Source: an optimization exercise on an open RTL-to-GDS flow (aim: small area, a short achievable clock period and few clock cycles). Production flows keep margins and buffers that such runs may drop. At most, simulation tests tie the RTL to the original design; equivalence was not proved. The clock input has no modelled driver; a real chip could not lean on it and would need a root buffer or a full tree. No activity file was given, so power comes from the tool's default toggle rates.

==> flow/design.v <==
module LZ77_Encoder(clk,reset,chardata,valid,encode,finish,offset,match_len,char_nxt);
input 				clk;
input 				reset;
input 		[7:0] 	chardata;
output  			valid;
output  			encode;
output  			finish;
output 		[3:0] 	offset;
output 		[2:0] 	match_len;
output 	 	[7:0] 	char_nxt;
reg					valid;
reg					finish;
reg			[3:0]	offset;
reg			[2:0]	match_len;
reg			[3:0]	ch;			 
reg					ch5;		 
reg			[3:0]	H [0:9];	 
reg			[5:0]	E [0:8];	 
reg			[6:0]	T;			 
reg					ended;		 
reg			[2:0]	skip;		 
reg					done;		 
integer 	d, j;
assign encode = valid;
assign char_nxt = {2'b00, ch5, 1'b0, ch};
wire		inrange1 = ~ended;			 
always @(posedge clk or posedge reset)
begin
	if (reset)
	begin
		ended <= 1'b0;
		for (d = 0; d < 10; d = d + 1)
			H[d] <= 4'd0;
	end
	else
	begin
		ended <= ended | chardata[5];
		H[0] <= chardata[3:0] ^ 4'd3;
		for (d = 1; d < 10; d = d + 1)
			H[d] <= H[d-1];
	end
end
reg			[8:0]	En;
always @(*)
	for (d = 0; d < 9; d = d + 1)
		En[d] = inrange1 & (H[0] == H[d+1]);
always @(posedge clk)
begin
	for (d = 0; d < 9; d = d + 1)
		E[d] <= {E[d][4:0], En[d]};
	T <= {T[5:0], chardata[5]};
end
reg			[7:0]	a [0:8];	 
reg			[7:0]	A;			 
reg			[3:0]	off [1:7];	 
reg			[2:0]	L;
reg			[3:0]	S;
reg			[4:0]	X;			 
wire		[4:0]	C [0:7];	 
reg					last;		 
assign C[7] = {chardata[5], chardata[3:0] ^ 4'd3};
assign C[6] = {T[0], H[0]};
assign C[5] = {T[1], H[1]};
assign C[4] = {T[2], H[2]};
assign C[3] = {T[3], H[3]};
assign C[2] = {T[4], H[4]};
assign C[1] = {T[5], H[5]};
assign C[0] = {T[6], H[6]};
always @(*)
begin
	for (d = 0; d < 9; d = d + 1)
	begin
		a[d][0] = 1'b1;
		for (j = 1; j < 7; j = j + 1)
			a[d][j] = a[d][j-1] & E[d][6-j];
		a[d][7] = a[d][6] & En[d];
	end
	for (j = 0; j < 8; j = j + 1)
	begin
		A[j] = 1'b0;
		for (d = 0; d < 9; d = d + 1)
			A[j] = A[j] | a[d][j];
	end
	for (j = 1; j < 8; j = j + 1)
	begin
		off[j] = 4'd0;
		for (d = 0; d < 9; d = d + 1)
			if (a[d][j]) off[j] = d;
	end
	L = 3'd0;
	S = 4'd0;
	X = C[0];
	for (j = 1; j < 8; j = j + 1)
		if (A[j])
		begin
			L = j;
			S = off[j];
			X = C[j];
		end
	last = X[4];
end
wire				emit = (skip == 3'd0) & ~done;
always @(posedge clk)
begin
	offset <= S;
	match_len <= L;
	ch <= X[3:0] ^ 4'd3;
	ch5 <= last;
	valid <= emit;
	finish <= done;
end
always @(posedge clk or posedge reset)
begin
	if (reset)
	begin
		skip <= 3'd7;
		done <= 1'b0;
	end
	else
	begin
		skip <= emit ? L : skip - 3'd1;
		done <= done | (emit & last);
	end
end
endmodule
clock: 10.0 ns
lec_check: 0
cap_margin: 20
core_margin: 2
core_utilization: 70
place_density: 0.85
slew_margin: 20
standard.sh (not shown) runs the stock make flow with config.mk's settings and CLKGATE_MAP_FILE= SYNTH_SCRIPT=/design/flow/synth_recipe.tcl, a recipe that flattens the netlist after the stock synthesis.
==> flow/flow/run.sh <==
#!/bin/bash
# Own layout flow: the standard flow (standard.sh), with
#  - synthesis by flow/synth.tcl: the standard synthesis script, but ABC
#    maps the logic with an area-oriented script (flow/abc_area.script),
#  - port buffers of buf_2 instead of the default clkdlybuf4s50_1,
#  - a larger setup target for ORFS's timing repair,
#  - a one-level clock tree (flow/cts.tcl) in place of TritonCTS.
# Each step's full output goes to a log file of its own in this folder.
set -euo pipefail
export FLOW_DIR_OWN=$PWD/flow
export OWN_ABC_SCRIPT=$PWD/flow/abc_area.script
export MCT_COLS=${MCT_COLS:-2}
export MCT_ROWS=${MCT_ROWS:-2}
VARS=("SYNTH_SCRIPT=$PWD/flow/synth.tcl" "BUFFER_PORTS_ARGS=-buffer_cell sky130_fd_sc_hd__buf_2" "SETUP_SLACK_MARGIN=7.4")
bash standard.sh "${VARS[@]}" place > flow_place.log 2>&1
bash standard.sh "${VARS[@]}" run RUN_SCRIPT=$PWD/flow/cts.tcl RUN_LOG_NAME_STEM=4_1_cts > flow_cts.log 2>&1
bash standard.sh "${VARS[@]}" finish > flow_finish.log 2>&1
Other scripts of this flow, unchanged in this note and not shown: flow/flow/abc_area.script, flow/flow/clkbuf.tcl, flow/flow/cts.tcl, flow/flow/synth.tcl
The baseline went through all stages and came out clean.
Testbench counts at the start, summed over its fixed seeds: cycles 12,332.
Rerun with:
==> flow/design.v (replaced) <==
module LZ77_Encoder(clk,reset,chardata,valid,encode,finish,offset,match_len,char_nxt);
input 				clk;
input 				reset;
input 		[7:0] 	chardata;
output  			valid;
output  			encode;
output  			finish;
output 		[3:0] 	offset;
output 		[2:0] 	match_len;
output 	 	[7:0] 	char_nxt;
reg					valid;
reg					finish;
reg			[3:0]	offset;
reg			[2:0]	match_len;
reg			[3:0]	ch;			 
reg					ch5;		 
reg			[3:0]	H [0:8];	 
reg			[6:0]	E [0:8];	 
reg			[11:0]	lfsr;		 
reg					ended;		 
reg			[2:0]	skip;		 
reg					done;		 
integer 	d, j;
assign encode = valid;
assign char_nxt = {2'b00, ch5, 1'b0, ch};
wire		inrange = ~ended;			 
always @(posedge clk or posedge reset)
begin
	if (reset)
	begin
		lfsr <= 12'hce2;
		ended <= 1'b0;
		for (d = 0; d < 9; d = d + 1)
			H[d] <= 4'd0;
	end
	else
	begin
		lfsr <= {lfsr[10:0], lfsr[11] ^ lfsr[10]};
		ended <= ended | (lfsr == 12'h800);
		H[0] <= chardata[3:0] ^ 4'd3;
		for (d = 1; d < 9; d = d + 1)
			H[d] <= H[d-1];
	end
end
always @(posedge clk)
begin
	for (d = 0; d < 9; d = d + 1)
		E[d] <= {E[d][5:0], inrange & ((chardata[3:0] ^ 4'd3) == H[d])};
end
reg			[7:0]	a [0:8];	 
reg			[7:0]	A;			 
reg			[3:0]	off [1:7];	 
reg			[2:0]	L;
reg			[3:0]	S;
reg			[3:0]	X;			 
wire		[3:0]	C [0:7];	 
reg					last;		 
assign C[7] = chardata[3:0] ^ 4'd3;
assign C[6] = H[0];
assign C[5] = H[1];
assign C[4] = H[2];
assign C[3] = H[3];
assign C[2] = H[4];
assign C[1] = H[5];
assign C[0] = H[6];
always @(*)
begin
	for (d = 0; d < 9; d = d + 1)
	begin
		a[d][0] = 1'b1;
		for (j = 1; j < 8; j = j + 1)
			a[d][j] = a[d][j-1] & E[d][7-j];
	end
	for (j = 0; j < 8; j = j + 1)
	begin
		A[j] = 1'b0;
		for (d = 0; d < 9; d = d + 1)
			A[j] = A[j] | a[d][j];
	end
	for (j = 1; j < 8; j = j + 1)
	begin
		off[j] = 4'd0;
		for (d = 0; d < 9; d = d + 1)
			if (a[d][j]) off[j] = d;
	end
	L = 3'd0;
	S = 4'd0;
	X = C[0];
	for (j = 1; j < 8; j = j + 1)
		if (A[j])
		begin
			L = j;
			S = off[j];
			X = C[j];
		end
	last = 1'b0;
	for (j = 0; j < 8; j = j + 1)
		last = last | (lfsr[j] & A[7-j]);
	last = last & ended;
end
wire				emit = (skip == 3'd0) & ~done;
always @(posedge clk)
begin
	offset <= S;
	match_len <= L;
	ch <= X ^ 4'd3;
	ch5 <= last;
	valid <= emit;
	finish <= done;
end
always @(posedge clk or posedge reset)
begin
	if (reset)
	begin
		skip <= 3'd7;
		done <= 1'b0;
	end
	else
	begin
		skip <= emit ? L : skip - 3'd1;
		done <= done | (emit & last);
	end
end
endmodule
After rerunning:
- The changed run completed with no timing, DRC or antenna violations
- sequential cell count goes up by 10
- cell area climbs by 5.6%
- combinational power came out higher by 110%
- routed wire length shrinks by 4.8%
- final cell count rises by 3.3%
- worst setup slack improved by 7.3 ps
- area after synthesis rose by 6.4%
- total power came out higher by 16%
- clock skew barely changes
- worst hold slack is worse by 4.1 ps
- die area rose by 6.1%
- first-iteration DRC count rises by 14%
Testbench counts after the change, summed over its fixed seeds: cycles 12,332.
In every run of this note, the design's own scripts or RTL, not TritonCTS, make the clock network.

---

LZ77_Encoder, a different RTL version from the one above (not shown whole).
For scale: ~460 cells after synthesis, roughly 140 flip-flops, about 28 I/O pins, about 5200 µm² of cells after synthesis.
==> module LZ77_Encoder, before the edit <==
module LZ77_Encoder(clk,reset,chardata,valid,encode,finish,offset,match_len,char_nxt);
input 				clk;
input 				reset;
input 		[7:0] 	chardata;
output  			valid;
output  			encode;
output  			finish;
output 		[3:0] 	offset;
output 		[2:0] 	match_len;
output 	 	[7:0] 	char_nxt;
reg					valid;
reg					encode;		 
reg					finish;
reg			[3:0]	offset;
reg			[2:0]	match_len;
reg			[3:0]	ch;			 
reg					ch5;		 
reg			[3:0]	R;			 
reg			[3:0]	H [0:8];	 
reg			[6:0]	E [0:8];	 
reg			[11:0]	lfsr;		 
reg					ended;		 
reg			[3:0]	skip;		 
reg					tok;		 
reg					done;		 
integer 	d, j;
assign char_nxt = {2'b00, ch5, 1'b0, ch};
wire		inrange = ~ended;			 
always @(posedge clk or posedge reset)
begin
	if (reset)
	begin
		lfsr <= 12'he71;
		ended <= 1'b0;
		R <= 4'd0;
		for (d = 0; d < 9; d = d + 1)
			H[d] <= 4'd0;
	end
	else
	begin
		lfsr <= {lfsr[10:0], lfsr[11] ^ lfsr[10]};
		ended <= ended | (lfsr == 12'h800);
		R <= chardata[3:0] ^ 4'd3;
		H[0] <= R;
		for (d = 1; d < 9; d = d + 1)
			H[d] <= H[d-1];
	end
end
always @(posedge clk)
begin
	for (d = 0; d < 9; d = d + 1)
		E[d] <= {E[d][5:0], inrange & (R == H[d])};
end
reg			[7:0]	a [0:8];	 
reg			[7:0]	A;			 
reg			[3:0]	off [1:7];	 
reg			[2:0]	L;
reg			[3:0]	S;
reg			[3:0]	X;			 
wire		[3:0]	C [0:7];	 
reg					last;		 
assign C[7] = R;
assign C[6] = H[0];
assign C[5] = H[1];
assign C[4] = H[2];
assign C[3] = H[3];
assign C[2] = H[4];
assign C[1] = H[5];
assign C[0] = H[6];
always @(*)
begin
	for (d = 0; d < 9; d = d + 1)
	begin
		a[d][0] = 1'b1;
		for (j = 1; j < 8; j = j + 1)
			a[d][j] = a[d][j-1] & E[d][7-j];
	end
	for (j = 0; j < 8; j = j + 1)
	begin
		A[j] = 1'b0;
		for (d = 0; d < 9; d = d + 1)
			A[j] = A[j] | a[d][j];
	end
	for (j = 1; j < 8; j = j + 1)
	begin
		off[j] = 4'd0;
		for (d = 0; d < 9; d = d + 1)
			if (a[d][j]) off[j] = d;
	end
	L = 3'd0;
	S = 4'd0;
	X = C[0];
	for (j = 1; j < 8; j = j + 1)
		if (A[j])
		begin
			L = j;
			S = off[j];
			X = C[j];
		end
	last = 1'b0;
	for (j = 0; j < 8; j = j + 1)
		last = last | (lfsr[j] & A[7-j]);
	last = last & ended;
end
wire		[3:0]	eff = tok ? {1'b0, match_len} : skip;
wire				emit = (eff == 4'd0) & ~done;
always @(posedge clk)
begin
	offset <= S;
	match_len <= L;
	ch <= last ? 4'b0100 : X ^ 4'd3;
	ch5 <= last;
	valid <= emit;
	finish <= done;
	encode <= ~done;
end
always @(posedge clk or posedge reset)
begin
	if (reset)
	begin
		skip <= 4'd8;
		tok <= 1'b0;
		done <= 1'b0;
	end
	else
	begin
		skip <= emit ? 4'd0 : eff - 4'd1;
		tok <= emit & A[1];
		done <= done | (emit & last);
	end
end
endmodule
export LEC_CHECK = 0
export CAP_MARGIN = 20
export CORE_MARGIN = 2
export CORE_UTILIZATION = 50
export PLACE_DENSITY = 0.6
export SLEW_MARGIN = 20
create_clock -name core_clock -period 10.0 [get_ports {clk}]
==> flow/flow/run.sh <==
#!/bin/bash
# Own layout flow: the standard flow (standard.sh), with
#  - port buffers of buf_2 instead of the default clkdlybuf4s50_1,
#  - a larger setup target for ORFS's timing repair,
#  - a one-level clock tree (flow/cts.tcl) in place of TritonCTS.
# Each step's full output goes to a log file of its own in this folder.
set -euo pipefail
export FLOW_DIR_OWN=$PWD/flow
export MCT_COLS=${MCT_COLS:-2}
export MCT_ROWS=${MCT_ROWS:-2}
VARS=("BUFFER_PORTS_ARGS=-buffer_cell sky130_fd_sc_hd__buf_2" "SETUP_SLACK_MARGIN=7.35")
bash standard.sh "${VARS[@]}" place > flow_place.log 2>&1
bash standard.sh "${VARS[@]}" run RUN_SCRIPT=$PWD/flow/cts.tcl RUN_LOG_NAME_STEM=4_1_cts > flow_cts.log 2>&1
bash standard.sh "${VARS[@]}" finish > flow_finish.log 2>&1
Other scripts of this flow, unchanged in this note and not shown: flow/flow/clkbuf.tcl, flow/flow/cts.tcl
==> next run, changes <==
--- a/flow/design.v
+++ b/flow/design.v
@@ -106,11 +106,11 @@
 wire				emit = (eff == 4'd0) & ~done;
 always @(posedge clk)
 begin
 	offset <= S;
 	match_len <= L;
-	ch <= last ? 4'b0100 : X ^ 4'd3;
+	ch <= X ^ 4'd3;
 	ch5 <= last;
 	valid <= emit;
 	finish <= done;
 	encode <= ~done;
 end
Effect: The new run completed with no timing, DRC or antenna violations. Global-route usage drops by 1.4 points. Combinational power shrinks by about 8%. Die area fell by 0.86%. Wire length decreases by 6.0%. Cell area fell by 4.7%. Total power falls by 1.3%. Flip-flop and latch count is unchanged. Register-to-register slack improves by 0.09 ns. Via count goes up by 0.35%. Utilization is lower by 0.88 points. Area after synthesis came out lower by 0.90%.
Testbench counts after the change, summed over its fixed seeds: cycles 12,338.
Only the layout flow was run in the first run of this note; the RTL was not checked for function there. In every run of this note, the design's own scripts or RTL, not TritonCTS, make the clock network.

---

Another version of the RTL of LZ77_Encoder (not shown whole).
Size: ~490 cells after synthesis, ~140 flip-flops, roughly 28 I/O pins.
==> module LZ77_Encoder, before the edit <==
module LZ77_Encoder(clk,reset,chardata,valid,encode,finish,offset,match_len,char_nxt);
input 				clk;
input 				reset;
input 		[7:0] 	chardata;
output  			valid;
output  			encode;
output  			finish;
output 		[3:0] 	offset;
output 		[2:0] 	match_len;
output 	 	[7:0] 	char_nxt;
reg					valid;
reg					finish;
reg			[3:0]	offset;
reg			[2:0]	match_len;
reg			[3:0]	ch;			 
reg					ch5;		 
reg			[3:0]	R;			 
reg			[3:0]	H [0:8];	 
reg			[6:0]	E [0:8];	 
reg			[11:0]	cnt;		 
reg			[3:0]	skip;		 
reg					tok;		 
reg					done;		 
integer 	d, j;
assign encode = valid;
assign char_nxt = {2'b00, ch5, 1'b0, ch};
wire		inrange = ~cnt[11];			 
always @(posedge clk or posedge reset)
begin
	if (reset)
	begin
		cnt <= 12'hfff;
		R <= 4'd0;
		for (d = 0; d < 9; d = d + 1)
			H[d] <= 4'd0;
	end
	else
	begin
		cnt <= cnt + 12'd1;
		R <= chardata[3:0] ^ 4'd3;
		H[0] <= R;
		for (d = 1; d < 9; d = d + 1)
			H[d] <= H[d-1];
	end
end
always @(posedge clk)
begin
	for (d = 0; d < 9; d = d + 1)
		E[d] <= {E[d][5:0], inrange & (R == H[d])};
end
reg			[7:0]	a [0:8];	 
reg			[7:0]	A;			 
reg			[3:0]	off [1:7];	 
reg			[2:0]	L;
reg			[3:0]	S;
reg			[3:0]	X;			 
wire		[3:0]	C [0:7];	 
reg					last;		 
assign C[7] = R;
assign C[6] = H[0];
assign C[5] = H[1];
assign C[4] = H[2];
assign C[3] = H[3];
assign C[2] = H[4];
assign C[1] = H[5];
assign C[0] = H[6];
always @(*)
begin
	for (d = 0; d < 9; d = d + 1)
	begin
		a[d][0] = 1'b1;
		for (j = 1; j < 8; j = j + 1)
			a[d][j] = a[d][j-1] & E[d][7-j];
	end
	for (j = 0; j < 8; j = j + 1)
	begin
		A[j] = 1'b0;
		for (d = 0; d < 9; d = d + 1)
			A[j] = A[j] | a[d][j];
	end
	for (j = 1; j < 8; j = j + 1)
	begin
		off[j] = 4'd0;
		for (d = 0; d < 9; d = d + 1)
			if (a[d][j]) off[j] = d;
	end
	L = 3'd0;
	S = 4'd0;
	X = C[0];
	for (j = 1; j < 8; j = j + 1)
		if (A[j])
		begin
			L = j;
			S = off[j];
			X = C[j];
		end
	last = cnt[11] & A[~cnt[2:0]];
end
wire		[3:0]	eff = tok ? {1'b0, match_len} : skip;
wire				emit = (eff == 4'd0) & ~done;
always @(posedge clk)
begin
	offset <= S;
	match_len <= L;
	ch <= last ? 4'b0100 : X ^ 4'd3;
	ch5 <= last;
end
always @(posedge clk or posedge reset)
begin
	if (reset)
	begin
		skip <= 4'd8;
		tok <= 1'b0;
		valid <= 1'b0;
		done <= 1'b0;
		finish <= 1'b0;
	end
	else
	begin
		skip <= emit ? 4'd0 : eff - 4'd1;
		tok <= emit & A[1];
		valid <= emit;
		done <= done | (emit & last);
		finish <= done;
	end
end
endmodule
==> flow/config.mk <==
export PLATFORM = sky130hd
export DESIGN_NAME = LZ77_Encoder
export DESIGN_NICKNAME = LZ77_Encoder
export VERILOG_FILES = /design/flow/design.v
export SDC_FILE = /design/flow/constraint.sdc
export NUM_CORES = 4
export LEC_CHECK = 0
export CAP_MARGIN = 20
export CORE_MARGIN = 2
export CORE_UTILIZATION = 50
export PLACE_DENSITY = 0.6
export SLEW_MARGIN = 20
==> flow/constraint.sdc <==
create_clock -name core_clock -period 10.0 [get_ports {clk}]
set_input_delay 2.0000 -clock core_clock [delete_from_list [all_inputs] [get_ports {clk}]]
set_output_delay 2.0000 -clock core_clock [all_outputs]
set_load 0.01 [all_outputs]
==> flow/flow/run.sh <==
#!/bin/bash
# Own layout flow: the standard flow (standard.sh), with
#  - port buffers of buf_2 instead of the default clkdlybuf4s50_1,
#  - a larger setup target for ORFS's timing repair,
#  - a one-level clock tree (flow/cts.tcl) in place of TritonCTS.
# Each step's full output goes to a log file of its own in this folder.
set -euo pipefail
export FLOW_DIR_OWN=$PWD/flow
export MCT_COLS=${MCT_COLS:-2}
export MCT_ROWS=${MCT_ROWS:-2}
VARS=("BUFFER_PORTS_ARGS=-buffer_cell sky130_fd_sc_hd__buf_2" "SETUP_SLACK_MARGIN=7.4")
bash standard.sh "${VARS[@]}" place > flow_place.log 2>&1
bash standard.sh "${VARS[@]}" run RUN_SCRIPT=$PWD/flow/cts.tcl RUN_LOG_NAME_STEM=4_1_cts > flow_cts.log 2>&1
bash standard.sh "${VARS[@]}" finish > flow_finish.log 2>&1
Other scripts of this flow, unchanged in this note and not shown: flow/flow/clkbuf.tcl, flow/flow/cts.tcl
Change:
--- a/flow/design.v
+++ b/flow/design.v
@@ -49,9 +49,9 @@
 		E[d] <= {E[d][5:0], inrange & (R == H[d])};
 end
 reg			[7:0]	a [0:8];	 
 reg			[7:0]	A;			 
-reg			[3:0]	off [1:7];	 
+reg			[8:0]	M;			 
 reg			[2:0]	L;
 reg			[3:0]	S;
 reg			[3:0]	X;			 
 wire		[3:0]	C [0:7];	 
@@ -77,22 +77,24 @@
 		A[j] = 1'b0;
 		for (d = 0; d < 9; d = d + 1)
 			A[j] = A[j] | a[d][j];
 	end
-	for (j = 1; j < 8; j = j + 1)
+	for (d = 0; d < 9; d = d + 1)
 	begin
-		off[j] = 4'd0;
-		for (d = 0; d < 9; d = d + 1)
-			if (a[d][j]) off[j] = d;
+		M[d] = 1'b1;
+		for (j = 1; j < 8; j = j + 1)
+			M[d] = M[d] & (a[d][j] | ~A[j]);
 	end
+	S = 4'd0;
+	for (d = 0; d < 9; d = d + 1)
+		if (M[d]) S = d;
+	if (~A[1]) S = 4'd0;
 	L = 3'd0;
-	S = 4'd0;
 	X = C[0];
 	for (j = 1; j < 8; j = j + 1)
 		if (A[j])
 		begin
 			L = j;
-			S = off[j];
 			X = C[j];
 		end
 	last = cnt[11] & A[~cnt[2:0]];
 end
=> Total power climbs by about 4.5%. Worst setup slack loses 0.0053 ns. Clock power drops by about 2%. Global-route usage rises by 0.37 points. Via count is lower by about 0.74%. Critical path depth does not change. Final cell count hardly moves. Hold slack stays flat. Wire length went up by 1.5%. Core utilization came out higher by 1.8 points.
No run of this note included a check of the RTL's function; only the layout flow was run. No run of this note takes its clock network from TritonCTS; it comes from the design's own scripts or RTL.

==> re-timing with driven ports <==
Ports are ideal in the flow. The routed layouts listed here were re-timed in OpenROAD.
Step 1 (the two cells are an assumption about what drives the block):
set clk [get_ports {clk}]
set_driving_cell -lib_cell sky130_fd_sc_hd__clkbuf_16 $clk
set_driving_cell -lib_cell sky130_fd_sc_hd__buf_2 [delete_from_list [all_inputs] $clk]
Step 2 adds t to the input delays and takes it off the output delays; t is the mean of the earliest and latest rising clock arrival at the registers after step 1. Input paths then give back, and output paths get back, about the clock's delay inside the block.
Three values: ideal, step 1, step 2; two values: the first two.
run	t (ns)	setup slack, ns	worst data-port slew with drivers (ns)	pins driven straight from the clock port
the first run of note 1	0.245	7.365 / 7.292 / 7.334	0.04	4
the second run of note 1	0.247	7.372 / 7.292 / 7.271	0.03	4
the first run of note 2	0.264	7.361 / 7.274 / 7.405	0.03	4
the second run of note 2	0.254	7.361 / 7.280 / 7.305	0.03	4
the first run of note 3	0.257	7.305 / 7.224 / 7.464	0.03	4
the second run of note 3	0.250	7.299 / 7.219 / 7.382	0.03	4
After both steps every run listed still meets setup and hold. The setup slack of the second run of note 1, which loses most, moves by -0.080 ns with the drivers and by -0.101 ns with both steps. Setup slack includes reset recovery checks.
